What follows belongs to an exercise in optimizing a design on an open flow for small area, a short achievable clock period and few clock cycles per item; a production flow would make more cautious choices. At most, simulation tests tie the RTL to the original design; equivalence was not proved. No functional check of the RTL was part of runs 1 to 5. Power and IR drop assume default switching activity.

$ cat flow/design.v
`timescale 1ns / 1ps
module time_based_processor(
    input           clk,             
    input           rst_n,           
    input  [7:0]    data_in,         
    input  [2:0]    opcode,          
    input           data_valid,      
    output [15:0]   data_out,        
    output          data_ready,      
    output [3:0]    status_flags     
);
    localparam OP_NOP     = 3'b000;
    localparam OP_ADD     = 3'b001;
    localparam OP_SUB     = 3'b010;
    localparam OP_MUL     = 3'b011;
    localparam OP_SHIFT   = 3'b100;
    localparam OP_FILTER  = 3'b101;
    localparam OP_INVERT  = 3'b110;
    localparam OP_COMPARE = 3'b111;
    reg        wait_b;        
    reg        busy;          
    reg        ready;         
    reg [7:0]  x;             
    reg [2:0]  op;            
    reg [15:0] result;
    reg        flag_ovf;
    reg        out_inv;       
    reg        flag_zero;
    wire idle = ~(wait_b | busy | ready);
    wire [7:0] b = data_in;
    function [10:0] padd;
        input [9:0] a, b;
        input       ci;
        reg   [9:0] g, p, gg, pp;
        integer i, l;
        begin
            p = a ^ b;
            g = (a & b) | {9'd0, p[0] & ci};
            gg = g;
            pp = p;
            for (l = 0; l < 4; l = l + 1)
                for (i = 9; i >= 0; i = i - 1)
                    if ((i >> l) & 1) begin
                        gg[i] = gg[i] | (pp[i] & gg[((i >> l) << l) - 1]);
                        pp[i] = pp[i] & pp[((i >> l) << l) - 1];
                    end
            padd = {gg[9], p ^ {gg[8:0], ci}};
        end
    endfunction
    wire [9:0]  t0     = {2'b00, result[15:8]};
    wire [9:0]  t1     = {2'b00, x & {8{result[0]}}};
    wire [9:0]  t2     = {1'b0, x & {8{result[1]}}, 1'b0};
    wire [9:0]  cs_s   = t0 ^ t1 ^ t2;
    wire [9:0]  cs_c   = (t0 & t1) | (t0 & t2) | (t1 & t2);
    wire [10:0] msum   = padd(cs_s, {cs_c[8:0], 1'b0}, 1'b0);
    wire [15:0] mstep  = {msum[9:0], result[7:2]};
    wire [10:0] sums = padd({2'b00, x}, {2'b00, b}, 1'b0);
    wire       c   = sums[8];
    wire       eq  = &(x ^ b);             
    wire [2:0] s   = b[2:0];
    wire [2:0] rl  = b[3] ? -s : s;        
    wire [7:0] r1  = rl[0] ? {x[6:0], x[7]} : x;
    wire [7:0] r2  = rl[1] ? {r1[5:0], r1[7:6]} : r1;
    wire [7:0] r3  = rl[2] ? {r2[3:0], r2[7:4]} : r2;
    wire [7:0] keep_l = 8'hFF << s;
    wire [7:0] keep_r = 8'hFF >> s;
    wire [7:0] shifted = r3 & (b[3] ? keep_r : keep_l);
    reg [15:0] alu;
    reg        alu_ovf, alu_zero;
    always @(*) begin
        alu = 16'h0000; alu_ovf = 1'b0; alu_zero = 1'b0;
        case (op)
            OP_ADD:     begin alu[7:0] = sums[7:0]; alu_ovf = c;  alu_zero = ~|(x | b); end
            OP_SUB:     begin alu[7:0] = sums[7:0]; alu_ovf = c;  alu_zero = eq; end
            OP_MUL:     begin alu[7:0] = b; alu_zero = ~|x | ~|b; end
            OP_SHIFT:   alu[7:0] = shifted;
            OP_FILTER:  alu[7:0] = x & b;
            OP_COMPARE: begin alu[1:0] = {c, ~c & ~eq}; alu_zero = eq; end
            default:    alu = 16'h0000;
        endcase
    end
    always @(posedge clk or negedge rst_n) begin
        if (!rst_n) begin
            wait_b <= 1'b0;
            busy   <= 1'b0;
            ready  <= 1'b0;
        end else begin
            if (idle && data_valid) begin
                if (opcode == OP_NOP || opcode == OP_INVERT) ready <= 1'b1;
                else wait_b <= 1'b1;
            end
            if (wait_b && data_valid) begin
                wait_b <= 1'b0;
                if (op == OP_MUL) busy <= 1'b1;
                else ready <= 1'b1;
            end
            if (busy && op[1:0] == 2'b00) begin
                busy  <= 1'b0;
                ready <= 1'b1;
            end
            if (ready && data_valid) ready <= 1'b0;
        end
    end
    always @(posedge clk) begin
        if (idle) begin
            x         <= data_in ^ {8{opcode == OP_SUB || opcode == OP_COMPARE}};
            op        <= opcode;
            out_inv   <= (opcode == OP_SUB) || (opcode == OP_INVERT);
            result    <= {8'h00, data_in};
            flag_ovf  <= 1'b0;
            flag_zero <= 1'b0;
        end
        if (wait_b) begin
            flag_ovf  <= alu_ovf;
            flag_zero <= alu_zero;
            result    <= alu;
        end
        if (busy) begin
            op     <= op - 3'd1;
            result <= mstep;
        end
    end
    assign data_out     = {result[15:8], result[7:0] ^ {8{out_inv}}};
    assign data_ready   = ready;
    assign status_flags = {flag_ovf, flag_zero, 1'b0, ready};
endmodule
$ cat flow/standard.sh
#!/bin/bash
# synth_recipe.tcl (not shown) runs the flow's synth.tcl, then flattens the netlist and writes it again
# the make line also repeats each setting of config.mk as NAME=value (left out here)
make -C /OpenROAD-flow-scripts/flow DESIGN_CONFIG=/design/flow/config.mk WORK_HOME=/design/flow/orfs CLKGATE_MAP_FILE= SYNTH_SCRIPT=/design/flow/synth_recipe.tcl "${@:-finish}"
$ cat flow/flow/noha.mk
# The standard flow's settings, plus the half and full adders cells marked don't-use so that
# synthesis leaves half and full adders to abc as plain gates.
include $(FLOW_CONFIG)
export DONT_USE_CELLS += sky130_fd_sc_hd__ha_1 sky130_fd_sc_hd__ha_2 sky130_fd_sc_hd__ha_4 sky130_fd_sc_hd__fa_1 sky130_fd_sc_hd__fa_2 sky130_fd_sc_hd__fa_4
$ cat flow/flow/run.sh
#!/bin/bash
# Standard layout with these changes: plain buf_1 cells as the port buffers,
# and half and full adders left to abc as plain gates (flow/noha.mk).
bash standard.sh "DESIGN_CONFIG=$PWD/flow/noha.mk" "BUFFER_PORTS_ARGS=-buffer_cell sky130_fd_sc_hd__buf_1"  finish > standard.log 2>&1
$ cat flow/constraint.sdc
create_clock -name core_clock -period 5.5 [get_ports {clk}]
set_input_delay 1.1000 -clock core_clock [delete_from_list [all_inputs] [get_ports {clk}]]
set_output_delay 1.1000 -clock core_clock [all_outputs]
set_load 0.01 [all_outputs]
$ cat flow/config.mk
export PLATFORM = sky130hd
export DESIGN_NAME = time_based_processor
export DESIGN_NICKNAME = time_based_processor
export VERILOG_FILES = /design/flow/design.v
export SDC_FILE = /design/flow/constraint.sdc
export NUM_CORES = 4
export LEC_CHECK = 0
export ABC_AREA = 1
export CAP_MARGIN = 20
export CORE_MARGIN = 2
export CORE_UTILIZATION = 40
export SETUP_SLACK_MARGIN = 3
export SLEW_MARGIN = 20
==> results of run 1 <==
state kept, by name (all words and copies together) (netlist names):
| register | cells |
|---|---|
| x | 8 |
| busy | 1 |
| wait_b | 1 |
| flag_zero | 1 |
| out_inv | 1 |
| ready | 1 |
| result | 16 |
| op | 3 |
| flag_ovf | 1 |
cells by family (layout without fill, tap and decap cells):
group	after synthesis	in the layout	synth area share
XOR/XNOR	17	17	0.0427
flip-flops	33	33	0.280
buffers and inverters	108	134	0.139
AO/OA/AOI/OAI	90	90	0.149
other	1	1	0.00108
AND/OR/NAND/NOR	301	301	0.388
worst max-delay path, stage by stage:
cell	delay, ns
buf_4	0.15
inv_2	0.09
nand2_1	0.07
nand3_1	0.11
nand2_4	0.10
buf_4	0.14
nand2_1	0.04
o21ai_0	0.10
inv_1	0.10
nand2_1	0.06
o211ai_1	0.11
o211ai_1	0.12
nand2_1	0.10
nand2_1	0.05
placed cells by master (no fill, tap or decap), types with 2 or more instances in the layout:
cell,netlist,final
nand2_1,171,166
buf_12,1,2
o21ai_2,1,2
nand3_1,34,34
nand3_4,5,5
o22ai_1,2,2
nand2_4,1,2
clkbuf_4,0,2
nor2_1,56,51
nand3_2,5,5
nor2_2,3,7
o21ai_0,35,33
dfrtp_1,3,3
inv_1,78,77
nand2_2,15,19
a31oi_1,2,2
nand3b_1,3,3
o211ai_1,7,7
inv_2,6,6
buf_4,13,8
clkbuf_8,0,5
xor2_1,17,17
a22oi_1,9,9
a21oi_1,26,26
a21oi_2,3,3
o21ai_1,2,3
buf_1,1,27
nand4_1,2,2
edfxtp_1,30,30
clkbuf_2,0,2
nor3_1,5,5
clkinv_2,0,2
cells in the mapped netlist, types with 2 or more instances:
cell type | count | area [µm²]
dfrtp_1 | 3 | 75.1
nand3_4 | 5 | 87.6
inv_1 | 78 | 293
a21oi_1 | 26 | 130
nor2_2 | 3 | 18.8
xor2_1 | 17 | 149
nand3_2 | 5 | 50.1
nand3b_1 | 3 | 22.5
a22oi_1 | 9 | 67.6
buf_4 | 13 | 97.6
o21ai_0 | 35 | 175
clkbuf_1 | 2 | 7.51
o22ai_1 | 2 | 12.5
nor3_1 | 5 | 25.0
nand2_1 | 171 | 642
inv_2 | 6 | 22.5
o211ai_1 | 7 | 52.6
nor2_1 | 56 | 210
o21ai_1 | 2 | 10.0
edfxtp_1 | 30 | 901
nand4_1 | 2 | 12.5
a31oi_1 | 2 | 12.5
nand2_2 | 15 | 93.8
buf_2 | 6 | 30.0
a21oi_2 | 3 | 26.3
nand3_1 | 34 | 170
worst max-delay path by stage:
| stage | startpoint | to |
|---|---|---|
| floorplan | data_in[1] | result[5] |
| global placement | data_in[0] | result[2] |
| detailed placement | data_in[0] | result[2] |
| CTS | data_in[0] | result[2] |
| global route | data_in[1] | result[1] |
| finish | data_in[1] | result[1] |
layer usage:
layer	global-route usage	up-vias	wire length (µm)
met5	0	-	0
met4	0.0769	0	328
met3	0.0245	22	469
met2	0.335	113	4410
met1	0.270	1568	4260
li1	-	1804	-
through the flow:
step	hold slack, ns	std cells	setup WS, ns
floorplan	0.556	550	3.04
global placement	0.589	667	2.26
detailed placement	0.585	667	2.26
CTS	0.608	679	2.91
global route	0.612	684	2.96
finish	0.606	684	3.10
repair_timing:
| item | 4_1_cts | 5_1_grt |
|---|---|---|
| setup buffers | 4 | 5 |
| gates cloned | 0 | 0 |
| endpoints found under the setup margin | 18 | 21 |
| gates resized for setup | 6 | 24 |
| pin swaps | 0 | 4 |
layout make-up:
| type | count | share of cell area |
|---|---|---|
| timing repair buffer | 42 | 0.0624 |
| inverter | 84 | 0.0834 |
| clock inverter | 2 | 0.00263 |
| sequential | 33 | 0.256 |
| clock buffer | 6 | 0.0190 |
| tap | 108 | 0.0355 |
| multi-input combinational | 409 | 0.541 |
report_power, final:
| group | total (mW) | switching, mW | internal (mW) |
|---|---|---|---|
| clock network | 0.183 | 0.0951 | 0.0878 |
| registers | 0.614 | 0.171 | 0.442 |
| logic | 1.29 | 0.861 | 0.428 |
| total | 2.09 | 1.13 | 0.958 |
==> results by group, run 1 <==
Run status
  – Status: finished clean

Yosys
  – Ys async rst share: 0.0909
  – Library cells used by synthesis: 36
  – Post-synthesis sequential area ratio: 0.280
  – Synthesized instance count: 550
  – Post-synthesis cell area: 3480 µm²
  – Yosys warns: 1
  – Post-synth EDFFs: 30
  – Mapped Avg Cell Area: 6.33 µm²
  – Total nets after synthesis: 564
  – Synth Flop Type: edfxtp_1
  – Yosys reg bits: 33

STA
  – Setup TNS: 0 ns
  – Max-slew violations: 0
  – Unrepaired setup endpoints after global routing: false
  – Fin crit period: 2.40 ns
  – Worst rel slew slack: 0.482
  – Peak Freq: 417 MHz
  – Fin crit share: 0.436
  – Worst-Margin Slew: 0.775 ns
  – Final Skew: 0.00706 ns
  – Hold violation count in the final report: 0
  – Setup violators final: 0

Clocking
  – Worst-case clock buffer depth: 2
  – Clk root buf: clkbuf_8
  – Post-CTS Hold Buffers: 0
  – Clk latency of the worst-skew pair: 0.29 ns
  – Clock sinks: 33
  – CTS buffer count: 5
  – CTS tree: yes
  – CTS H-tree lvls: 2
  – Clock Pin Slew Worst Setup and Hold Paths: 0.07 ns

Power and ir drop
  – Max VDD drop: 0.152 mV
  – Total power draw: 2.09 mW
  – Pleak: 1.88 nW
  – Power density cells: 547 nW/µm²

Critical path
  – RR Endpoint: op[0]
  – Critical Path Start Type: input pin
  – Critical Path RT: 5.54 ns
  – Worst Path Max Fanout: 9
  – Critical path class: input pin to flop
  – Worst R2R Start: busy
  – Worst r2r path cells: 5
  – Critical Path AT: 2.44 ns
  – R2r setup slk: 3.39 ns
  – Setup crit end kind: flop

Global routing
  – First-pass GRT wire length: 15,300 µm
  – Initial antenna violation count: 0
  – Pin count of the biggest net entering global routing: 24
  – All-Layer GR Usage: 0.202
  – Grt total ovfl: 0
  – Vias in the first global route: 3,109

Detailed routing
  – Final ANT Viol Nets: 0
  – DRC: 0
  – Pre-antenna DRT Iters: 5
  – DRT iter0 DRCs: 144
  – Via count: 3,507
  – DR WL/cell: 13.8 µm
  – Total wire length: 9470 µm
  – Via/cell ratio: 5.13

Layout
  – Design area: 3810 µm²
  – ANT cells: 0
  – Area of the multi-input gates: 2060 µm²
  – Layout cell share with drive strength beyond 1: 0.128
  – Post-layout util: 0.443
  – Register area: 976 µm²
  – Fin nets: 589
  – Area grow syn2layout: 9.37%
  – FILL cells: 930

Floorplan
  – Row count: 34
  – Ports: 35
  – Chip width: 97.3 µm
  – Die area: 9470 µm²
  – Core Box Area: 8590 µm²
  – Starting density of the core: 0.405
  – Chip height: 97.3 µm

Run
  – Max-Cap Viols: 0

Placement
  – GPL Wtd Cong: 0.960
  – Detailed Place HPWL: 7410 µm
  – I/O Buffers: 33
  – Post-Place Cell Area: 3570 µm²

Min path
  – Hold WC Path Type: input pin to async pin
==> run 2: changes to the inputs <==
--- a/flow/config.mk
+++ b/flow/config.mk
@@ -8,6 +8,6 @@
 export ABC_AREA = 1
 export CAP_MARGIN = 20
 export CORE_MARGIN = 2
-export CORE_UTILIZATION = 40
+export CORE_UTILIZATION = 60
 export SETUP_SLACK_MARGIN = 3
 export SLEW_MARGIN = 20
==> run 2 against run 1 <==
  * Still clean on timing, DRC and antenna
  * Critical path depth fell by 3
  * Routed wire length is 1.4% higher
  * Clock skew rose by 0.0017 ns
  * Power grew 0.89%
  * Count of clock-buffer cells in the layout decreased by 1
  * Global-route usage rose by 11 points
  * Final cell count is 5.0% lower
  * Sequential share of layout area grew 0.16 points
  * Fmax shrank 2.3%
  * Critical endpoint is now result[0]
  * Largest cell class unchanged
==> results by group, run 2 <==
Layout
  – Max reg flops: 16 (unchanged)
  – Fin nets: 591 (was 589)
  – Post-layout util: 0.683 (was 0.443)
  – Largest registers: result: 16 flops, x: 8 flops, op: 3 flops (unchanged)
  – Largest Register: result (unchanged)
  – Register area: 976 µm² (unchanged)
  – Non-Filler Instances: 650 (was 684)
  – ANT cells: 0 (unchanged)
  – Area grow syn2layout: 8.69% (was 9.37%)
  – Most common cell after layout, fill and taps aside: nand2_1 (unchanged)
  – Area of the multi-input gates: 2070 µm² (was 2060 µm²)
  – Most frequent cells in the layout: 165 x nand2_1, 77 x inv_1, 52 x nor2_1 (was 166 x nand2_1, 77 x inv_1, 51 x nor2_1)
  – FILL cells: 521 (was 930)
  – Layout cell share with drive strength beyond 1: 0.135 (was 0.128)

Floorplan
  – Chip width: 80.2 µm (was 97.3 µm)
  – Core Box Area: 5540 µm² (was 8590 µm²)
  – Row count: 27 (was 34)
  – Die area: 6430 µm² (was 9470 µm²)
  – Starting density of the core: 0.629 (was 0.405)
  – Ports: 35 (unchanged)
  – Chip height: 80.2 µm (was 97.3 µm)

Yosys
  – Yosys reg bits: 33 (unchanged)
  – Post-synthesis cell area: 3480 µm² (unchanged)
  – Synth area leader: edfxtp_1 (unchanged)
  – Total nets after synthesis: 564 (unchanged)
  – Synthesized instance count: 550 (unchanged)
  – Library cells used by synthesis: 36 (unchanged)
  – Top cell type's share of synthesized area: 0.259 (unchanged)
  – Synth Flop Type: edfxtp_1 (unchanged)
  – Ys async rst share: 0.0909 (unchanged)
  – Post-synthesis sequential area ratio: 0.280 (unchanged)
  – Mapped Avg Cell Area: 6.33 µm² (unchanged)
  – Post-synth EDFFs: 30 (unchanged)
  – Synth top cells by count: 171 x nand2_1, 78 x inv_1, 56 x nor2_1 (unchanged)
  – Top post-synthesis cells by area: edfxtp_1 26%, nand2_1 18%, inv_1 8.4%, nor2_1 6.0%, o21ai_0 5.0% (unchanged)
  – Most common cell in the netlist: nand2_1 (unchanged)
  – Yosys warns: 1 (unchanged)

Placement
  – I/O Buffers: 33 (unchanged)
  – GPL Wtd Cong: 1.00 (was 0.960)
  – Placed cells: 632 (was 667)
  – Detailed Place HPWL: 7290 µm (was 7410 µm)

Clocking
  – CTS buffer count: 5 (unchanged)
  – Clk latency of the worst-skew pair: 0.29 ns (about the same)
  – Clock sinks: 33 (unchanged)
  – Clock Pin Slew Worst Setup and Hold Paths: 0.08 ns (was 0.07 ns)
  – Worst-case clock buffer depth: 2 (unchanged)
  – CTS H-tree lvls: 2 (unchanged)
  – CTS tree: yes (unchanged)
  – Post-CTS Hold Buffers: 0 (unchanged)
  – Clk root buf: clkbuf_8 (unchanged)

STA
  – Final Skew: 0.00872 ns (was 0.00706 ns)
  – Setup violators final: 0 (unchanged)
  – Fin crit period: 2.45 ns (was 2.40 ns)
  – Peak Freq: 408 MHz (was 417 MHz)
  – Worst rel slew slack: 0.451 (was 0.482)
  – Hold violation count in the final report: 0 (unchanged)
  – Fin crit share: 0.446 (was 0.436)
  – Worst-Margin Slew: 0.821 ns (was 0.775 ns)
  – Max-slew violations: 0 (unchanged)
  – Unrepaired setup endpoints after global routing: false (unchanged)
  – Setup TNS: 0 ns (unchanged)

Critical path
  – Critical Path RT: 5.55 ns (was 5.54 ns)
  – Cell mode on critical path: nand2_1 (unchanged)
  – Levels on crit path: 11 (was 14)
  – Worst Path Max Fanout: 18 (was 9)
  – Setup crit end kind: flop (unchanged)
  – RR Endpoint: result[14] (was op[0])
  – CP delay by family, top: simple AND/OR/NAND/NOR gates (unchanged)
  – Critical path class: input pin to flop (unchanged)
  – Critical Path AT: 2.50 ns (was 2.44 ns)
  – Critical Path Start Type: input pin (unchanged)
  – Worst R2R Start: result[0] (was busy)
  – Slowest CP cell: or2_2 (was buf_4)
  – Worst r2r path cells: 14 (was 5)
  – Max stage delay on crit path: 0.28 ns (was 0.15 ns)
  – R2r setup slk: 3.37 ns (was 3.39 ns)
  – Worst setup path start: data_in[0] (was data_in[1])
  – Buffers plus inverters on the worst setup path: 2 (was 4)
  – Crit path cell chain: buf_6 -> inv_2 -> or2_2 -> nand2_1 -> nand3_1 -> nor3_1 -> nor2_1 -> nand2_1 -> nand3_1 -> nand2_1 -> nand2_1 (was buf_4 -> inv_2 -> nand2_1 -> nand3_1 -> nand2_4 -> buf_4 -> nand2_1 -> o21ai_0 -> inv_1 -> nand2_1 -> o211ai_1 -> o211ai_1 -> nand2_1 -> nand2_1)

Power and ir drop
  – Switch share: 0.546 (was 0.541)
  – Pleak: 1.89 nW (was 1.88 nW)
  – P_int: 0.956 mW (was 0.958 mW)
  – Clock power share: 0.089 (was 0.088)
  – Switch Pwr: 1.15 mW (was 1.13 mW)
  – Max VDD drop: 0.363 mV (was 0.152 mV)
  – Total power draw: 2.10 mW (was 2.09 mW)
  – Sequential share of power: 0.283 (was 0.294)
  – Combinational cell fraction of total power: 0.627 (was 0.618)
  – Power density cells: 556 nW/µm² (was 547 nW/µm²)

Detailed routing
  – Via count: 3,638 (was 3,507)
  – Final ANT Viol Nets: 0 (unchanged)
  – Via/cell ratio: 5.60 (was 5.13)
  – Total wire length: 9590 µm (was 9470 µm)
  – DR WL/cell: 14.8 µm (was 13.8 µm)
  – DRC: 0 (unchanged)
  – DRT iter0 DRCs: 438 (was 144)
  – Pre-antenna DRT Iters: 5 (unchanged)

Min path
  – Hold WC Path Type: input pin to async pin (unchanged)

Global routing
  – First-pass GRT wire length: 15,300 µm (about the same)
  – Initial antenna violation count: 0 (unchanged)
  – Grt total ovfl: 0 (unchanged)
  – Pin count of the biggest net entering global routing: 24 (unchanged)
  – All-Layer GR Usage: 0.308 (was 0.202)
  – Vias in the first global route: 3,333 (was 3,109)

Run status
  – Status: finished clean (unchanged)

Run
  – Max-Cap Viols: 0 (unchanged)
run 2: cell counts after synthesis:
Identical to the previous run, type by type.
run 2: how the worst max path moves through the flow:
stage,endpoint,slack [ns]
detailed placement,result[1],2.25
global placement,result[1],2.28
CTS,result[1],3.00
finish,result[0],3.05
global route,result[7],3.01
floorplan,result[5],3.04
run 2: power by group through the flow:
stage	Clock [mW]	Sequential [mW]	Combinational (mW)
2_1_floorplan	0	0.534	1.03
3_3_place_gp	0	0.625	1.16
3_5_place_dp	0	0.631	1.19
4_1_cts	0.185	0.600	1.26
5_1_grt	0.194	0.610	1.49
6_report	0.188	0.596	1.32
run 2: repair_timing:
| action | CTS | global route |
|---|---|---|
| endpoints found under the setup margin | 11 | 19 |
| pin swaps | 0 | 5 |
| hold endpoints to repair | 0 | 0 |
| gates resized for setup | 6 | 24 |
| setup buffers | 4 | 6 |
run 2: per-stage QoR:
step                      hold WS [ns]  setup WS, ns  area [µm²]
after global routing             0.615          3.01        3790
after global placement           0.606          2.28        3530
after detailed placement         0.600          2.25        3530
after CTS                        0.608          3.00        3670
final                            0.609          3.05        3790
after floorplan                  0.556          3.04        3480
run 2: layer usage:
metal,vias up,share of wire,GRT usage
met5,-,0,0
met4,0,0.018,0.0898
met3,18,0.086,0.0618
met2,178,0.47,0.503
met1,1632,0.43,0.412
li1,1810,-,-
run 2: cell type report:
cell class | count | area share
repair buffers | 44 | 0.0644
well taps | 72 | 0.0238
multi-input cells | 409 | 0.547
inverters | 84 | 0.0843
flip-flops and latches | 33 | 0.258
clock inverters | 3 | 0.00463
clock buffers | 5 | 0.0182
run 2: cells by family after synthesis:
| family | count (synthesis) | synth area share |
|---|---|---|
| buffers and inverters | 108 | 0.139 |
| xor gates and xnor gates | 17 | 0.0427 |
| other | 1 | 0.00108 |
| DFF | 33 | 0.280 |
| AOI/OAI and AO/OA | 90 | 0.149 |
| and+or+nand+nor | 301 | 0.388 |
run 2: worst register-to-register path: cells and delay by family, from the launching register on:
| family | cells | cell delay [ns] |
|---|---|---|
| and+or+nand+nor | 10 | 0.80 |
| buffers and inverters | 3 | 0.44 |
| DFF | 1 | 0.46 |
| AOI/OAI and AO/OA | 1 | 0.19 |
==> run 3: changes to the inputs <==
--- a/flow/design.v
+++ b/flow/design.v
@@ -24,7 +24,6 @@
     reg [2:0]  op;            
     reg [15:0] result;
     reg        flag_ovf;
-    reg        out_inv;       
     reg        flag_zero;
     wire idle = ~(wait_b | busy | ready);
     wire [7:0] b = data_in;
@@ -52,7 +51,19 @@
     wire [9:0]  t2     = {1'b0, x & {8{result[1]}}, 1'b0};
     wire [9:0]  cs_s   = t0 ^ t1 ^ t2;
     wire [9:0]  cs_c   = (t0 & t1) | (t0 & t2) | (t1 & t2);
-    wire [10:0] msum   = padd(cs_s, {cs_c[8:0], 1'b0}, 1'b0);
+    function [10:0] radd;
+        input [9:0] a, b;
+        reg cy; integer i;
+        begin
+            cy = 1'b0;
+            for (i = 0; i < 10; i = i + 1) begin
+                radd[i] = a[i] ^ b[i] ^ cy;
+                cy = (a[i] & b[i]) | (cy & (a[i] ^ b[i]));
+            end
+            radd[10] = cy;
+        end
+    endfunction
+    wire [10:0] msum   = radd(cs_s, {cs_c[8:0], 1'b0});
     wire [15:0] mstep  = {msum[9:0], result[7:2]};
     wire [10:0] sums = padd({2'b00, x}, {2'b00, b}, 1'b0);
     wire       c   = sums[8];
@@ -105,7 +116,6 @@
         if (idle) begin
             x         <= data_in ^ {8{opcode == OP_SUB || opcode == OP_COMPARE}};
             op        <= opcode;
-            out_inv   <= (opcode == OP_SUB) || (opcode == OP_INVERT);
             result    <= {8'h00, data_in};
             flag_ovf  <= 1'b0;
             flag_zero <= 1'b0;
@@ -120,6 +130,7 @@
             result <= mstep;
         end
     end
+    wire   out_inv      = (op == OP_SUB) || (op == OP_INVERT);
     assign data_out     = {result[15:8], result[7:0] ^ {8{out_inv}}};
     assign data_ready   = ready;
     assign status_flags = {flag_ovf, flag_zero, 1'b0, ready};
--- a/flow/config.mk
+++ b/flow/config.mk
@@ -9,5 +9,5 @@
 export CAP_MARGIN = 20
 export CORE_MARGIN = 2
 export CORE_UTILIZATION = 60
-export SETUP_SLACK_MARGIN = 3
+export SETUP_SLACK_MARGIN = 2.75
 export SLEW_MARGIN = 20
==> run 3 against run 2 <==
  * Combinational power shrank 5%
  * Still clean
  * Critical endpoint is now result[7]
  * Highest routed layer unchanged
  * Final cell count fell by 11%
  * Non-clock buffer count is 6 lower
  * Worst hold slack got worse by 0.016 ns
  * Sequential share of layout area up 0.96 points
==> results by group, run 3 <==
Clocking
  – CTS buffer count: 5 (unchanged)
  – Worst-case clock buffer depth: 2 (unchanged)
  – CTS tree: yes (unchanged)
  – Clock sinks: 32 (was 33)
  – Post-CTS Hold Buffers: 0 (unchanged)
  – Clock Pin Slew Worst Setup and Hold Paths: 0.07 ns (was 0.08 ns)
  – Clk root buf: clkbuf_8 (unchanged)
  – Clk latency of the worst-skew pair: 0.29 ns (about the same)
  – CTS H-tree lvls: 2 (unchanged)

Layout
  – Largest registers: result: 16 flops, x: 8 flops, op: 3 flops (unchanged)
  – Fin nets: 521 (was 591)
  – FILL cells: 459 (was 521)
  – Layout cell share with drive strength beyond 1: 0.154 (was 0.135)
  – Post-layout util: 0.684 (was 0.683)
  – Area grow syn2layout: 8.94% (was 8.69%)
  – Area of the multi-input gates: 1920 µm² (was 2070 µm²)
  – Non-Filler Instances: 578 (was 650)
  – Most frequent cells in the layout: 117 x nand2_1, 66 x inv_1, 39 x nor2_1 (was 165 x nand2_1, 77 x inv_1, 52 x nor2_1)
  – Most common cell after layout, fill and taps aside: nand2_1 (unchanged)
  – Largest Register: result (unchanged)
  – ANT cells: 0 (unchanged)
  – Max reg flops: 16 (unchanged)
  – Register area: 946 µm² (was 976 µm²)

Yosys
  – Yosys warns: 1 (unchanged)
  – Post-synthesis cell area: 3250 µm² (was 3480 µm²)
  – Yosys reg bits: 32 (was 33)
  – Library cells used by synthesis: 45 (was 36)
  – Mapped Avg Cell Area: 6.70 µm² (was 6.33 µm²)
  – Synthesized instance count: 485 (was 550)
  – Synth area leader: edfxtp_1 (unchanged)
  – Top cell type's share of synthesized area: 0.268 (was 0.259)
  – Ys async rst share: 0.0938 (was 0.0909)
  – Synth top cells by count: 124 x nand2_1, 67 x inv_1, 42 x nor2_1 (was 171 x nand2_1, 78 x inv_1, 56 x nor2_1)
  – Synth Flop Type: edfxtp_1 (unchanged)
  – Total nets after synthesis: 499 (was 564)
  – Top post-synthesis cells by area: edfxtp_1 27%, nand2_1 14%, inv_1 7.7%, o21ai_0 5.1%, nor2_1 4.9% (was edfxtp_1 26%, nand2_1 18%, inv_1 8.4%, nor2_1 6.0%, o21ai_0 5.0%)
  – Post-synth EDFFs: 29 (was 30)
  – Post-synthesis sequential area ratio: 0.291 (was 0.280)
  – Most common cell in the netlist: nand2_1 (unchanged)

STA
  – Worst-Margin Slew: 0.990 ns (was 0.821 ns)
  – Worst rel slew slack: 0.336 (was 0.451)
  – Setup violators final: 0 (unchanged)
  – Fin crit share: 0.494 (was 0.446)
  – Peak Freq: 368 MHz (was 408 MHz)
  – Hold violation count in the final report: 0 (unchanged)
  – Final Skew: 0.00838 ns (was 0.00872 ns)
  – Fin crit period: 2.72 ns (was 2.45 ns)
  – Setup TNS: 0 ns (unchanged)
  – Max-slew violations: 0 (unchanged)
  – Unrepaired setup endpoints after global routing: true (was false)

Power and ir drop
  – Power density cells: 596 nW/µm² (was 556 nW/µm²)
  – P_int: 0.991 mW (was 0.956 mW)
  – Combinational cell fraction of total power: 0.599 (was 0.627)
  – Max VDD drop: 0.326 mV (was 0.363 mV)
  – Sequential share of power: 0.292 (was 0.283)
  – Pleak: 1.67 nW (was 1.89 nW)
  – Switch share: 0.530 (was 0.546)
  – Total power draw: 2.11 mW (was 2.10 mW)
  – Clock power share: 0.109 (was 0.089)
  – Switch Pwr: 1.12 mW (was 1.15 mW)

Floorplan
  – Chip width: 77.6 µm (was 80.2 µm)
  – Row count: 26 (was 27)
  – Die area: 6020 µm² (was 6430 µm²)
  – Starting density of the core: 0.628 (was 0.629)
  – Ports: 35 (unchanged)
  – Chip height: 77.6 µm (was 80.2 µm)
  – Core Box Area: 5170 µm² (was 5540 µm²)

Detailed routing
  – DR WL/cell: 14.6 µm (was 14.8 µm)
  – Total wire length: 8460 µm (was 9590 µm)
  – DRC: 0 (unchanged)
  – Final ANT Viol Nets: 0 (unchanged)
  – DRT iter0 DRCs: 336 (was 438)
  – Via count: 3,304 (was 3,638)
  – Pre-antenna DRT Iters: 6 (was 5)
  – Via/cell ratio: 5.72 (was 5.60)

Run
  – Max-Cap Viols: 0 (unchanged)

Global routing
  – Pin count of the biggest net entering global routing: 17 (was 24)
  – All-Layer GR Usage: 0.282 (was 0.308)
  – First-pass GRT wire length: 13,600 µm (was 15,300 µm)
  – Initial antenna violation count: 0 (unchanged)
  – Vias in the first global route: 2,893 (was 3,333)
  – Grt total ovfl: 0 (unchanged)

Placement
  – I/O Buffers: 33 (unchanged)
  – Placed cells: 565 (was 632)
  – GPL Wtd Cong: 0.966 (was 1.00)
  – Detailed Place HPWL: 6360 µm (was 7290 µm)

Critical path
  – Max stage delay on crit path: 0.26 ns (was 0.28 ns)
  – Critical Path RT: 5.55 ns (about the same)
  – Setup crit end kind: flop (unchanged)
  – Worst Path Max Fanout: 11 (was 18)
  – Cell mode on critical path: nand2_1 (unchanged)
  – Slowest CP cell: or2_1 (was or2_2)
  – Critical Path AT: 2.76 ns (was 2.50 ns)
  – Critical path class: input pin to flop (unchanged)
  – Critical Path Start Type: input pin (unchanged)
  – Crit path cell chain: clkbuf_4 -> nand2_2 -> inv_2 -> nor2_2 -> nand2_2 -> inv_2 -> nor2_4 -> o21ai_4 -> a21oi_2 -> or2_1 -> nand2_1 -> nand2_1 -> nand3_1 -> nand2_1 -> nand2_1 -> nand2_1 (was buf_6 -> inv_2 -> or2_2 -> nand2_1 -> nand3_1 -> nor3_1 -> nor2_1 -> nand2_1 -> nand3_1 -> nand2_1 -> nand2_1)

Min path
  – Hold WC Path Type: flop to flop (was input pin to async pin)

Run status
  – Status: finished clean (unchanged)
-- run 3: cell types whose count changed in the layout (fill, tap and decap cells not counted), sizes merged, moves of 6 or more --
cell | previous run | this run
nand3 | 44 | 26
o2111ai | 0 | 6
nand2 | 187 | 143
o21ai | 38 | 45
nor2 | 59 | 46
inv | 83 | 77
a22oi | 9 | 2
o211ai | 7 | 1
-- run 3: final cells by class --
cell class,count,area share
Multi-Input combinational cell,353,0.542
Sequential cell,32,0.267
Inverter,77,0.0838
Timing Repair Buffer,38,0.0502
Tap cell,70,0.0248
Clock buffer,5,0.0194
Clock inverter,3,0.0120
-- run 3: what timing repair did --
item	CTS	global route
resized for setup	6	33
pin swaps	0	9
setup buffers	0	5
endpoints found under the hold margin	0	0
endpoints found under the setup margin	8	8
-- run 3: per-stage QoR --
step | area, µm² | setup WS, ns | hold slack (ns)
after floorplan | 3250 | 2.83 | 0.545
after global placement | 3300 | 2.26 | 0.557
after detailed placement | 3300 | 2.23 | 0.582
after CTS | 3420 | 2.77 | 0.588
after global routing | 3540 | 2.66 | 0.603
final | 3540 | 2.78 | 0.593
-- run 3: final timing paths --
| check | slack [ns] | depth (start not counted) | start | to |
|---|---|---|---|---|
| max | 2.78 | 16 | data_in[2] | result[7] |
| min | 0.59 | 1 | ready | ready |
| max reg2reg | 2.99 | 19 | result[0] | result[14] |
| max in group asynchronous | 4.75 | 1 | rst_n | busy |
| min in group asynchronous | 0.60 | 1 | rst_n | wait_b |
| min reg2reg | 0.59 | 1 | ready | ready |
-- run 3: power by group through the flow --
| stage | Sequential, mW | Clock (mW) | Combinational (mW) |
|---|---|---|---|
| global route | 0.630 | 0.242 | 1.42 |
| CTS | 0.602 | 0.233 | 1.20 |
| global placement | 0.607 | 0 | 1.17 |
| detailed placement | 0.606 | 0 | 1.19 |
| floorplan | 0.512 | 0 | 1.04 |
| finish | 0.615 | 0.230 | 1.26 |
-- run 3: critical path, delay by kind of cell --
kind	cells	cell delay (ns)
AOI/OAI and AO/OA	2	0.30
buffers and inverters	3	0.32
and+or+nand+nor	11	1.04
-- run 3: kinds of logic (layout without fill, tap and decap cells) --
kind of cell,Yosys count,in the layout,synth area share
muxes,3,3,0.00925
other,1,1,0.00115
buffers and inverters,100,123,0.138
and+or+nand+nor,233,233,0.323
xor gates and xnor gates,21,21,0.0589
AOI/OAI and AO/OA,95,95,0.179
DFF,32,32,0.291
-- run 3: metal layers --
metal / routed length [µm] / vias to the layer above / track usage
met3: 754 / 55 / 0.0453
met5: 0 / - / 0
met2: 3810 / 177 / 0.442
met4: 386 / 0 / 0.120
li1: - / 1616 / -
met1: 3510 / 1456 / 0.388
==> run 4: changes to the inputs <==
--- a/flow/config.mk
+++ b/flow/config.mk
@@ -9,5 +9,5 @@
 export CAP_MARGIN = 20
 export CORE_MARGIN = 2
 export CORE_UTILIZATION = 60
-export SETUP_SLACK_MARGIN = 2.75
+export SETUP_SLACK_MARGIN = 3
 export SLEW_MARGIN = 20
==> run 4 against run 3 <==
  * Utilization rose by 5.4 points
  * Worst setup slack better by 0.17 ns
  * Clock power hardly changed
  * Sequential share of layout area shrank 2.0 points
  * Largest power group unchanged
  * Highest routed layer unchanged
==> results by group, run 4 <==
Run status
  – Status: finished clean (unchanged)

STA
  – Peak Freq: 393 MHz (was 368 MHz)
  – Worst-Margin Slew: 0.965 ns (was 0.990 ns)
  – Fin Hold WS: 0.595 ns (was 0.593 ns)
  – Hold violation count in the final report: 0 (unchanged)
  – Setup violators final: 0 (unchanged)
  – Fin crit share: 0.463 (was 0.494)
  – Worst rel slew slack: 0.352 (was 0.336)
  – Setup TNS: 0 ns (unchanged)
  – Final Skew: 0.00813 ns (was 0.00838 ns)
  – Max-slew violations: 0 (unchanged)
  – Fin crit period: 2.55 ns (was 2.72 ns)
  – Unrepaired setup endpoints after global routing: true (unchanged)

Detailed routing
  – Total wire length: 8870 µm (was 8460 µm)
  – Final ANT Viol Nets: 0 (unchanged)
  – Pre-antenna DRT Iters: 5 (was 6)
  – Via/cell ratio: 5.64 (was 5.72)
  – DRT iter0 DRCs: 258 (was 336)
  – Via count: 3,345 (was 3,304)
  – DRC: 0 (unchanged)
  – DR WL/cell: 15.0 µm (was 14.6 µm)

Floorplan
  – Ports: 35 (unchanged)
  – Chip height: 77.6 µm (unchanged)
  – Row count: 26 (unchanged)
  – Starting density of the core: 0.628 (unchanged)
  – Chip width: 77.6 µm (unchanged)
  – Core Box Area: 5170 µm² (unchanged)
  – Die area: 6020 µm² (unchanged)

Critical path
  – Worst R2R Start: x[2] (was result[0])
  – Critical Path RT: 5.55 ns (about the same)
  – Max stage delay on crit path: 0.24 ns (was 0.26 ns)
  – Cell mode on critical path: nand2_2 (was nand2_1)
  – Crit path cell chain: buf_12 -> nand2_8 -> clkinv_4 -> nor2_4 -> nand2_2 -> nand2_2 -> nand2_2 -> inv_2 -> nor2_4 -> o21ai_4 -> a21oi_2 -> or2_1 -> nand3_1 -> o21ai_1 -> o21ai_1 -> nand2_1 (was clkbuf_4 -> nand2_2 -> inv_2 -> nor2_2 -> nand2_2 -> inv_2 -> nor2_4 -> o21ai_4 -> a21oi_2 -> or2_1 -> nand2_1 -> nand2_1 -> nand3_1 -> nand2_1 -> nand2_1 -> nand2_1)
  – RR Endpoint: result[14] (unchanged)
  – Critical Path AT: 2.60 ns (was 2.76 ns)
  – Worst r2r path cells: 17 (was 19)
  – Slowest CP cell: or2_1 (unchanged)
  – Critical path class: input pin to flop (unchanged)
  – Critical Path Start Type: input pin (unchanged)
  – Setup crit end kind: flop (unchanged)
  – R2r setup slk: 3.19 ns (was 2.99 ns)
  – Worst Path Max Fanout: 6 (was 11)
  – Worst setup path end: result[6] (was result[7])
  – Worst setup path start: data_in[1] (was data_in[2])

Yosys
  – Mapped Avg Cell Area: 6.70 µm² (unchanged)
  – Synth Area in Compound Gates: 0.179 (unchanged)
  – Synth top cells by count: 124 x nand2_1, 67 x inv_1, 42 x nor2_1 (unchanged)
  – Synthesized instance count: 485 (unchanged)
  – Total nets after synthesis: 499 (unchanged)
  – Largest family of logic cells by synthesized area: simple AND/OR/NAND/NOR gates (unchanged)
  – Top cell type's share of synthesized area: 0.268 (unchanged)
  – Post-synthesis adder-cell area fraction: 0 (unchanged)
  – Post-Synth Simple-Gate Area: 0.323 (unchanged)
  – Post-synthesis sequential area ratio: 0.291 (unchanged)
  – Post-synthesis cell area: 3250 µm² (unchanged)
  – Mux share of post-synthesis cell area: 0.00924 (unchanged)
  – XOR/XNOR Fraction of Synth Area: 0.0589 (unchanged)
  – Synth Flop Type: edfxtp_1 (unchanged)
  – Library cells used by synthesis: 45 (unchanged)
  – Ys async rst share: 0.0938 (unchanged)
  – Yosys warns: 1 (unchanged)
  – Post-synth EDFFs: 29 (unchanged)
  – Synth area leader: edfxtp_1 (unchanged)
  – Most common cell in the netlist: nand2_1 (unchanged)
  – Yosys reg bits: 32 (unchanged)
  – Top post-synthesis cells by area: edfxtp_1 27%, nand2_1 14%, inv_1 7.7%, o21ai_0 5.1%, nor2_1 4.9% (unchanged)

Layout
  – Max reg flops: 16 (unchanged)
  – Post-layout util: 0.738 (was 0.684)
  – Largest registers: result: 16 flops, x: 8 flops, op: 3 flops (unchanged)
  – Most common cell after layout, fill and taps aside: nand2_1 (unchanged)
  – Largest Register: result (unchanged)
  – ANT cells: 0 (unchanged)
  – Fin nets: 536 (was 521)
  – Most frequent cells in the layout: 111 x nand2_1, 64 x inv_1, 36 x nor2_1 (was 117 x nand2_1, 66 x inv_1, 39 x nor2_1)
  – Area grow syn2layout: 17.6% (was 8.94%)
  – Layout cell share with drive strength beyond 1: 0.228 (was 0.154)
  – Non-Filler Instances: 593 (was 578)

Global routing
  – All-Layer GR Usage: 0.291 (was 0.282)
  – First-pass GRT wire length: 14,000 µm (was 13,600 µm)
  – Initial antenna violation count: 0 (unchanged)
  – Vias in the first global route: 2,988 (was 2,893)
  – Pin count of the biggest net entering global routing: 17 (unchanged)
  – Grt total ovfl: 0 (unchanged)

Clocking
  – Clock Pin Slew Worst Setup and Hold Paths: 0.08 ns (was 0.07 ns)
  – Clk latency of the worst-skew pair: 0.29 ns (about the same)
  – Clock sinks: 32 (unchanged)
  – CTS tree: yes (unchanged)
  – Worst-case clock buffer depth: 2 (unchanged)
  – Clk root buf: clkbuf_8 (unchanged)
  – CTS buffer count: 5 (unchanged)
  – CTS H-tree lvls: 2 (unchanged)

Placement
  – Placed cells: 565 (unchanged)
  – I/O Buffers: 33 (unchanged)
  – GPL Wtd Cong: 1.03 (was 0.966)
  – Detailed Place HPWL: 6390 µm (was 6360 µm)

Power and ir drop
  – Power density cells: 586 nW/µm² (was 596 nW/µm²)
  – Pleak: 1.81 nW (was 1.67 nW)
  – Max VDD drop: 0.320 mV (was 0.326 mV)

Min path
  – Hold WC Path Type: input pin to async pin (was flop to flop)

Run
  – Max-Cap Viols: 0 (unchanged)
[run 4: cell counts after synthesis]
No cell type changed its count.
[run 4: per-layer routing]
layer / up-vias / routed length [µm] / global-route usage
met3: 29 / 683 / 0.0453
met5: - / 0 / 0
met1: 1490 / 3670 / 0.376
met4: 0 / 282 / 0.102
met2: 177 / 4240 / 0.497
li1: 1649 / - / -
[run 4: layout make-up]
type / instances / area (µm²)
inverter: 77 / 308
clock inverter: 3 / 42.5
multi-input combinational: 353 / 2050
clock buffer: 5 / 68.8
tap: 70 / 87.6
fill: 423 / 1350
timing repair buffer: 53 / 315
sequential: 32 / 946
[run 4: per-stage QoR]
stage	setup WS [ns]	power [mW]	area, µm²
after CTS	2.87	2.08	3570
after global placement	2.26	1.80	3360
after floorplan	2.92	1.57	3310
final	2.95	2.24	3820
after global routing	2.82	2.42	3820
after detailed placement	2.22	1.81	3360
[run 4: worst min-delay path by stage]
stage             end  slack, ns  cells after the start
5_1_grt         ready       0.61                      1
3_5_place_dp    ready       0.56                      1
6_report       wait_b       0.59                      1
3_3_place_gp    ready       0.57                      1
2_1_floorplan  wait_b       0.54                      2
4_1_cts         ready       0.58                      1
[run 4: critical path, delay by kind of cell]
kind	cells	cell delay, ns
buffers and inverters	3	0.26
AND/OR/NAND/NOR	9	0.78
AO/OA/AOI/OAI	4	0.47
[run 4: cells by family after synthesis]
family                    after synthesis
xor gates and xnor gates               21
AOI/OAI and AO/OA                      95
other                                   1
muxes                                   3
and+or+nand+nor                       233
DFF                                    32
buffers and inverters                 100
[run 4: power by group]
group / total [mW] / internal, mW / switching [mW] / leakage, nW
Clock: 0.231 / 0.134 / 0.0969 / 0.0541
Sequential: 0.607 / 0.434 / 0.172 / 0.337
Combinational: 1.40 / 0.493 / 0.905 / 1.42
Total: 2.24 / 1.06 / 1.17 / 1.81
[run 4: timing repair]
action                                 CTS  global route
buffers inserted                         6            14
setup endpoints to repair               21            23
pin swaps                               14            18
hold buffers                             0             0
endpoints found under the hold margin    0             0
gates resized for setup                 20            49
==> run 5: changes to the inputs <==
--- a/flow/design.v
+++ b/flow/design.v
@@ -51,19 +51,28 @@
     wire [9:0]  t2     = {1'b0, x & {8{result[1]}}, 1'b0};
     wire [9:0]  cs_s   = t0 ^ t1 ^ t2;
     wire [9:0]  cs_c   = (t0 & t1) | (t0 & t2) | (t1 & t2);
-    function [10:0] radd;
+    function [10:0] bkadd;
         input [9:0] a, b;
-        reg cy; integer i;
+        reg   [9:0] g, p, G, P;
+        integer i, l;
         begin
-            cy = 1'b0;
-            for (i = 0; i < 10; i = i + 1) begin
-                radd[i] = a[i] ^ b[i] ^ cy;
-                cy = (a[i] & b[i]) | (cy & (a[i] ^ b[i]));
-            end
-            radd[10] = cy;
+            p = a ^ b;
+            g = a & b;
+            G = g; P = p;
+            for (l = 1; l < 16; l = l * 2)
+                for (i = 2 * l - 1; i < 10; i = i + 2 * l) begin
+                    G[i] = G[i] | (P[i] & G[i - l]);
+                    P[i] = P[i] & P[i - l];
+                end
+            for (l = 4; l >= 1; l = l / 2)
+                for (i = 3 * l - 1; i < 10; i = i + 2 * l) begin
+                    G[i] = G[i] | (P[i] & G[i - l]);
+                    P[i] = P[i] & P[i - l];
+                end
+            bkadd = {G[9], p ^ {G[8:0], 1'b0}};
         end
     endfunction
-    wire [10:0] msum   = radd(cs_s, {cs_c[8:0], 1'b0});
+    wire [10:0] msum   = bkadd(cs_s, {cs_c[8:0], 1'b0});
     wire [15:0] mstep  = {msum[9:0], result[7:2]};
     wire [10:0] sums = padd({2'b00, x}, {2'b00, b}, 1'b0);
     wire       c   = sums[8];
==> run 5 against run 4 <==
  * Register-to-register slack better by 0.07 ns
  * Clock power hardly changed
  * First-iteration DRC count is 28% higher
  * Worst setup slack better by 0.089 ns
  * Highest routed layer unchanged
  * Non-clock buffer count is 8 lower
  * Count of clock-buffer cells in the layout stayed put
  * Power is 1.8% higher
  * Area after synthesis is 1.8% higher
  * Die area is 1.8% higher
  * Cell area is 2.8% lower
==> results by group, run 5 <==
Layout
  – Non-Filler Instances: 619 (was 593)
  – Largest Register: result (unchanged)
  – Largest registers: result: 16 flops, x: 8 flops, op: 3 flops (unchanged)
  – Fin nets: 560 (was 536)
  – Design area: 3710 µm² (was 3820 µm²)
  – ANT cells: 0 (unchanged)
  – Max reg flops: 16 (unchanged)
  – Register area: 946 µm² (unchanged)
  – Area grow syn2layout: 12.2% (was 17.6%)
  – FILL cells: 475 (was 423)
  – Most frequent cells in the layout: 147 x nand2_1, 74 x inv_1, 42 x nor2_1 (was 111 x nand2_1, 64 x inv_1, 36 x nor2_1)
  – Layout cell share with drive strength beyond 1: 0.144 (was 0.228)
  – Area of the multi-input gates: 2010 µm² (was 2050 µm²)
  – Most common cell after layout, fill and taps aside: nand2_1 (unchanged)

Clocking
  – CTS tree: yes (unchanged)
  – CTS H-tree lvls: 2 (unchanged)
  – Clk latency of the worst-skew pair: 0.29 ns (about the same)
  – Post-CTS Hold Buffers: 0 (unchanged)
  – CTS buffer count: 5 (unchanged)
  – Worst-case clock buffer depth: 2 (unchanged)
  – Clk root buf: clkbuf_8 (unchanged)
  – Clock sinks: 32 (unchanged)
  – Clock Pin Slew Worst Setup and Hold Paths: 0.08 ns (about the same)

Global routing
  – Pin count of the biggest net entering global routing: 19 (was 17)
  – First-pass GRT wire length: 14,700 µm (was 14,000 µm)
  – Initial antenna violation count: 0 (unchanged)
  – All-Layer GR Usage: 0.304 (was 0.291)
  – Vias in the first global route: 3,148 (was 2,988)
  – Grt total ovfl: 0 (unchanged)

STA
  – Hold violation count in the final report: 0 (unchanged)
  – Max-slew violations: 0 (unchanged)
  – Fin crit share: 0.447 (was 0.463)
  – Setup TNS: 0 ns (unchanged)
  – Final Skew: 0.00958 ns (was 0.00813 ns)
  – Unrepaired setup endpoints after global routing: true (unchanged)
  – Setup violators final: 0 (unchanged)
  – Worst-Margin Slew: 1.01 ns (was 0.965 ns)
  – Fin crit period: 2.46 ns (was 2.55 ns)
  – Peak Freq: 407 MHz (was 393 MHz)
  – Worst rel slew slack: 0.322 (was 0.352)

Floorplan
  – Row count: 27 (was 26)
  – Chip width: 78.3 µm (was 77.6 µm)
  – Ports: 35 (unchanged)
  – Die area: 6120 µm² (was 6020 µm²)
  – Starting density of the core: 0.612 (was 0.628)
  – Core Box Area: 5410 µm² (was 5170 µm²)
  – Chip height: 78.3 µm (was 77.6 µm)

Detailed routing
  – DR WL/cell: 14.8 µm (was 15.0 µm)
  – Via count: 3,504 (was 3,345)
  – DRC: 0 (unchanged)
  – DRT iter0 DRCs: 329 (was 258)
  – Final ANT Viol Nets: 0 (unchanged)
  – Pre-antenna DRT Iters: 6 (was 5)
  – Total wire length: 9180 µm (was 8870 µm)
  – Via/cell ratio: 5.66 (was 5.64)

Yosys
  – Synth top cells by count: 152 x nand2_1, 77 x inv_1, 45 x nor2_1 (was 124 x nand2_1, 67 x inv_1, 42 x nor2_1)
  – Mapped Avg Cell Area: 6.40 µm² (was 6.70 µm²)
  – Top post-synthesis cells by area: edfxtp_1 26%, nand2_1 17%, inv_1 8.7%, nand3_1 6.1%, nor2_1 5.1% (was edfxtp_1 27%, nand2_1 14%, inv_1 7.7%, o21ai_0 5.1%, nor2_1 4.9%)
  – Post-synthesis cell area: 3310 µm² (was 3250 µm²)
  – Synth area leader: edfxtp_1 (unchanged)
  – Top cell type's share of synthesized area: 0.263 (was 0.268)
  – Library cells used by synthesis: 40 (was 45)
  – Total nets after synthesis: 531 (was 499)
  – Ys async rst share: 0.0938 (unchanged)
  – Synth Flop Type: edfxtp_1 (unchanged)
  – Yosys warns: 1 (unchanged)
  – Post-synth EDFFs: 29 (unchanged)
  – Most common cell in the netlist: nand2_1 (unchanged)
  – Yosys reg bits: 32 (unchanged)
  – Post-synthesis sequential area ratio: 0.286 (was 0.291)
  – Synthesized instance count: 517 (was 485)

Power and ir drop
  – Power density cells: 613 nW/µm² (was 586 nW/µm²)
  – Pleak: 1.84 nW (was 1.81 nW)
  – Max VDD drop: 0.293 mV (was 0.320 mV)

Critical path
  – Levels on crit path: 4 (was 16)
  – Setup crit end kind: output port (was flop)
  – Worst r2r path cells: 5 (was 17)
  – Critical Path AT: 1.36 ns (was 2.60 ns)
  – Buffers plus inverters on the worst setup path: 2 (was 3)
  – Slowest CP cell: edfxtp_1 (was or2_1)
  – Critical Path Start Type: flop (was input pin)
  – Critical Path RT: 4.40 ns (was 5.55 ns)
  – R2r setup slk: 3.26 ns (was 3.19 ns)
  – Worst Path Max Fanout: 9 (was 6)
  – CP delay by family, top: flip-flops (was simple AND/OR/NAND/NOR gates)
  – Max stage delay on crit path: 0.44 ns (was 0.24 ns)
  – Crit path cell chain: inv_2 -> nand2_8 -> xnor2_1 -> buf_1 (was buf_12 -> nand2_8 -> clkinv_4 -> nor2_4 -> nand2_2 -> nand2_2 -> nand2_2 -> inv_2 -> nor2_4 -> o21ai_4 -> a21oi_2 -> or2_1 -> nand3_1 -> o21ai_1 -> o21ai_1 -> nand2_1)
  – Critical path class: flop to output port (was input pin to flop)

Run
  – Max-Cap Viols: 0 (unchanged)

Placement
  – GPL Wtd Cong: 1.03 (about the same)
  – Detailed Place HPWL: 6940 µm (was 6390 µm)
  – I/O Buffers: 33 (unchanged)
  – Post-Place Cell Area: 3350 µm² (was 3360 µm²)
  – Placed cells: 598 (was 565)

Min path
  – Hold WC Path Type: input pin to async pin (unchanged)

Run status
  – Status: finished clean (unchanged)
run 5: cell count changes in the layout (fill, tap and decap cells not counted), sizes merged, moves of 5 or more:
cell and delta:
a22oi +7, inv +6, nand2 +25, nand3 +20
o2111ai -5, o21ai -17
run 5: kinds of logic after synthesis:
kind of cell	share of synthesized area
and+or+nand+nor	0.355
buffers and inverters	0.145
AOI/OAI and AO/OA	0.140
DFF	0.286
xor gates and xnor gates	0.0579
muxes	0.0151
other	0.00113
run 5: area by class of cell:
class | instances | area share
flip-flops and latches | 32 | 0.255
inverters | 83 | 0.0856
clock buffers | 5 | 0.0185
multi-input cells | 379 | 0.543
well taps | 72 | 0.0243
repair buffers | 45 | 0.0627
clock inverters | 3 | 0.0115
run 5: power by group:
group	total, mW	internal (mW)	leakage [nW]	switching [mW]
registers	0.626	0.446	0.335	0.179
logic	1.42	0.484	1.46	0.932
clock network	0.234	0.134	0.0541	0.0996
total	2.28	1.06	1.84	1.21
run 5: final timing paths:
kind,endpoint,start
setup / recovery,data_out[7],op[0]
hold / removal,wait_b,rst_n
setup reg to reg,op[2],busy
hold reg to reg,ready,ready
max in group asynchronous,busy,rst_n
min in group core_clock,ready,ready
run 5: layer usage:
layer,global-route usage,up-vias,share of wire
li1,-,1725,-
met1,0.390,1577,0.42
met2,0.516,175,0.47
met3,0.0540,27,0.082
met4,0.105,0,0.029
met5,0,-,0
run 5: repair_timing:
item                                    CTS  global route
gates cloned                              0             1
endpoints found under the setup margin   23            22
pin swaps                                 0             5
resized for setup                        11            31
setup buffers                             2            10
run 5: through the flow:
stage / total power [mW] / util / hold WS (ns) / worst slack, ns
after floorplan: 1.62 / - / 0.496 / 3.01
after CTS: 2.16 / 0.650 / 0.567 / 3.00
after detailed placement: 1.89 / 0.620 / 0.549 / 2.34
after global routing: 2.48 / 0.687 / 0.601 / 2.93
final: 2.28 / 0.687 / 0.587 / 3.04
after global placement: 1.87 / 0.620 / 0.527 / 2.37
run 5: worst reg2reg max path: cells and delay by family, from the launching register on:
kind	cells	cell delay, ns
flip-flops	1	0.61
AND/OR/NAND/NOR	3	1.02
buffers and inverters	2	0.33
==> run 6: changes to the inputs <==
--- a/flow/design.v
+++ b/flow/design.v
@@ -74,7 +74,7 @@
     endfunction
     wire [10:0] msum   = bkadd(cs_s, {cs_c[8:0], 1'b0});
     wire [15:0] mstep  = {msum[9:0], result[7:2]};
-    wire [10:0] sums = padd({2'b00, x}, {2'b00, b}, 1'b0);
+    wire [10:0] sums = bkadd({2'b00, x}, {2'b00, b});
     wire       c   = sums[8];
     wire       eq  = &(x ^ b);             
     wire [2:0] s   = b[2:0];
==> run 6 against run 5 <==
  * Synthesized cell count down 0.39%
  * Non-clock buffer count shrank 5
  * Routed wire length decreased by 4.9%
  * Sequential share of layout area rose by 0.77 points
  * Global-route usage decreased by 0.63 points
  * Worst hold slack better by 0.0034 ns
  * Worst setup slack got worse by 0.024 ns
  * Combinational power down 4%
  * Largest power group unchanged
  * Cell area down 2.9%
  * Critical path depth did not move
  * Clock skew fell by 0.0015 ns
  * Via count fell by 2.9%
  * Highest routed layer unchanged
==> results by group, run 6 <==
Layout
  – Fin nets: 551 (was 560)
  – Max reg flops: 16 (unchanged)
  – Most frequent cells in the layout: 155 x nand2_1, 65 x inv_1, 41 x nor2_1 (was 147 x nand2_1, 74 x inv_1, 42 x nor2_1)
  – FILL cells: 463 (was 475)
  – Largest registers: result: 16 flops, x: 8 flops, op: 3 flops (unchanged)
  – ANT cells: 0 (unchanged)
  – Layout cell share with drive strength beyond 1: 0.126 (was 0.144)
  – Area grow syn2layout: 10.5% (was 12.2%)
  – Largest Register: result (unchanged)
  – Most common cell after layout, fill and taps aside: nand2_1 (unchanged)

Detailed routing
  – DRC: 0 (unchanged)
  – Via/cell ratio: 5.60 (was 5.66)
  – Via count: 3,402 (was 3,504)
  – DR WL/cell: 14.4 µm (was 14.8 µm)
  – Total wire length: 8730 µm (was 9180 µm)
  – Pre-antenna DRT Iters: 5 (was 6)
  – Final ANT Viol Nets: 0 (unchanged)
  – DRT iter0 DRCs: 181 (was 329)

Clocking
  – Clock sinks: 32 (unchanged)
  – CTS H-tree lvls: 2 (unchanged)
  – CTS buffer count: 5 (unchanged)
  – Worst-case clock buffer depth: 2 (unchanged)
  – Clock Pin Slew Worst Setup and Hold Paths: 0.08 ns (about the same)
  – Clk latency of the worst-skew pair: 0.29 ns (about the same)
  – Clk root buf: clkbuf_8 (unchanged)
  – CTS tree: yes (unchanged)

Global routing
  – Pin count of the biggest net entering global routing: 20 (was 19)
  – Initial antenna violation count: 0 (unchanged)
  – Vias in the first global route: 2,975 (was 3,148)
  – First-pass GRT wire length: 14,100 µm (was 14,700 µm)
  – Grt total ovfl: 0 (unchanged)
  – All-Layer GR Usage: 0.298 (was 0.304)

Power and ir drop
  – Combinational cell fraction of total power: 0.617 (was 0.622)
  – Sequential share of power: 0.281 (was 0.275)
  – P_int: 1.06 mW (about the same)
  – Switch Pwr: 1.17 mW (was 1.21 mW)
  – Power density cells: 618 nW/µm² (was 613 nW/µm²)
  – Switch share: 0.526 (was 0.532)
  – Pleak: 1.76 nW (was 1.84 nW)
  – Clock power share: 0.102 (was 0.103)
  – Max VDD drop: 0.298 mV (was 0.293 mV)

Placement
  – I/O Buffers: 33 (unchanged)
  – Detailed Place HPWL: 6650 µm (was 6940 µm)
  – GPL Wtd Cong: 1.01 (was 1.03)

Critical path
  – Critical path class: flop to output port (unchanged)
  – Worst Path Max Fanout: 9 (unchanged)
  – Worst r2r path cells: 5 (unchanged)
  – Critical Path Start Type: flop (unchanged)
  – Critical Path AT: 1.38 ns (was 1.36 ns)
  – R2r setup slk: 3.30 ns (was 3.26 ns)
  – Critical Path RT: 4.40 ns (about the same)
  – Setup crit end kind: output port (unchanged)

STA
  – Fin crit period: 2.48 ns (was 2.46 ns)
  – Hold violation count in the final report: 0 (unchanged)
  – Fin Hold WS: 0.590 ns (was 0.587 ns)
  – Worst rel slew slack: 0.381 (was 0.322)
  – Setup TNS: 0 ns (unchanged)
  – Peak Freq: 403 MHz (was 407 MHz)
  – Setup violators final: 0 (unchanged)
  – Worst-Margin Slew: 0.923 ns (was 1.01 ns)
  – Fin crit share: 0.451 (was 0.447)
  – Max-slew violations: 0 (unchanged)
  – Unrepaired setup endpoints after global routing: true (unchanged)
  – Final Skew: 0.00806 ns (was 0.00958 ns)

Yosys
  – Synth Flop Type: edfxtp_1 (unchanged)
  – Most common cell in the netlist: nand2_1 (unchanged)
  – Top post-synthesis cells by area: edfxtp_1 27%, nand2_1 18%, inv_1 7.6%, nor2_1 5.6%, nand3_1 5.2% (was edfxtp_1 26%, nand2_1 17%, inv_1 8.7%, nand3_1 6.1%, nor2_1 5.1%)
  – Synthesized instance count: 515 (was 517)
  – Post-synth EDFFs: 29 (unchanged)
  – Yosys warns: 1 (unchanged)
  – Total nets after synthesis: 529 (was 531)
  – Ys async rst share: 0.0938 (unchanged)
  – Library cells used by synthesis: 39 (was 40)
  – Yosys reg bits: 32 (unchanged)
  – Top cell type's share of synthesized area: 0.267 (was 0.263)
  – Post-synthesis sequential area ratio: 0.290 (was 0.286)
  – Synth top cells by count: 160 x nand2_1, 66 x inv_1, 49 x nor2_1 (was 152 x nand2_1, 77 x inv_1, 45 x nor2_1)
  – Synth area leader: edfxtp_1 (unchanged)
  – Mapped Avg Cell Area: 6.33 µm² (was 6.40 µm²)
  – Post-synthesis cell area: 3260 µm² (was 3310 µm²)

Floorplan
  – Die area: 6040 µm² (was 6120 µm²)
  – Chip height: 77.7 µm (was 78.3 µm)
  – Chip width: 77.7 µm (was 78.3 µm)
  – Row count: 26 (was 27)
  – Starting density of the core: 0.631 (was 0.612)
  – Core Box Area: 5170 µm² (was 5410 µm²)
  – Ports: 35 (unchanged)

Min path
  – Hold WC Path Type: flop to flop (was input pin to async pin)
  – Hold depth: 1

Run
  – Max-Cap Viols: 0 (unchanged)

Run status
  – Status: finished clean (unchanged)
[run 6: routing by layer]
metal	share of wire	GRT usage	vias to the layer above	wire length (µm)
met1	0.42	0.395	1507	3650
li1	-	-	1708	-
met3	0.095	0.0523	18	826
met2	0.47	0.489	169	4090
met4	0.019	0.102	0	168
met5	0	0	-	0
[run 6: worst paths after layout]
path / start / to
max: op[0] / data_out[4]
min: ready / ready
max reg2reg: busy / op[2]
min reg2reg: ready / ready
max in group asynchronous: rst_n / wait_b
min in group asynchronous: rst_n / busy
[run 6: stage by stage]
stage | power, mW | area [µm²] | worst slack, ns | utilization | std cells
finish | 2.23 | 3600 | 3.02 | 0.697 | 608
floorplan | 1.61 | 3270 | 3.01 | - | 515
detailed placement | 1.87 | 3300 | 2.26 | 0.638 | 592
global placement | 1.86 | 3300 | 2.34 | 0.638 | 592
CTS | 2.17 | 3490 | 2.97 | 0.676 | 606
global route | 2.43 | 3600 | 2.95 | 0.697 | 608
[run 6: power groups by stage]
stage / Sequential [mW] / Clock (mW) / Combinational, mW
finish: 0.626 / 0.228 / 1.37
global placement: 0.630 / 0 / 1.23
detailed placement: 0.634 / 0 / 1.24
floorplan: 0.522 / 0 / 1.09
global route: 0.642 / 0.236 / 1.55
CTS: 0.611 / 0.229 / 1.32
[run 6: area by class of cell]
type	count	area (µm²)	share of cell area
Multi-Input combinational cell	383	1960	0.544
Sequential cell	32	946	0.262
Inverter	75	287	0.0795
Timing Repair Buffer	40	211	0.0587
Tap cell	70	87.6	0.0243
Clock buffer	5	68.8	0.0191
Clock inverter	3	42.5	0.0118
[run 6: worst max-delay path: stages, from the launching register on]
cell      delay, ns
edfxtp_1       0.41
inv_1          0.13
nand2_4        0.15
xnor2_1        0.23
buf_1          0.17
[run 6: cell families (layout without fill, tap and decap cells)]
logic type             count (synthesis)  in the layout  share of synthesized area
XOR/XNOR                              21             21                     0.0587
AND/OR/NAND/NOR                      280            281                      0.367
other                                  1              1                    0.00115
AO/OA/AOI/OAI                         80             80                      0.140
buffers and inverters                101            123                      0.142
flip-flops                            32             32                      0.290
[run 6: what timing repair did]
item / 4_1_cts / 5_1_grt
gates resized for setup: 9 / 31
pin swaps: 0 / 5
hold buffers: 0 / 0
buffers inserted: 6 / 1
endpoints found under the setup margin: 22 / 17
cloned: 0 / 1
Testbench counts of run 6, summed over its fixed seeds: cycles 15,476, ops 4,800.

==> afterwards: timing with drivers on the ports <==
The flow's constraints put no driver on any port. The routed layouts listed below were extracted and timed again, unchanged, in two steps.
Step 1 assumes that a clkbuf_16 drives the clock port and a buf_2 every other input.
Step 2 adds t to the input delays and takes it off the output delays; t is the mean of the earliest and latest rising clock arrival at the registers after step 1. Input paths then give back, and output paths get back, about the clock's delay inside the block.
a / b / c = ideal / step 1 / step 2; a / b = the first two.
| run | t, ns | setup slack, ns | worst register clock-pin slew, ns | cell pins on the clock port's net |
|---|---|---|---|---|
| run 1 | 0.319 | 3.104 / 3.108 / 2.793 | 0.07 / 0.07 | 1 |
| run 2 | 0.308 | 3.047 / 3.035 / 2.727 | 0.08 / 0.08 | 1 |
| run 3 | 0.314 | 2.783 / 2.784 / 2.471 | 0.07 / 0.07 | 1 |
| run 4 | 0.320 | 2.952 / 2.938 / 2.618 | 0.08 / 0.08 | 1 |
| run 5 | 0.319 | 3.042 / 3.013 / 2.765 | 0.08 / 0.08 | 1 |
| run 6 | 0.314 | 3.017 / 2.989 / 2.763 | 0.08 / 0.08 | 1 |
After both steps setup and hold are still met in every run listed. The setup slack of run 4, which loses most, moves by -0.014 ns with the drivers and by -0.334 ns with both steps.
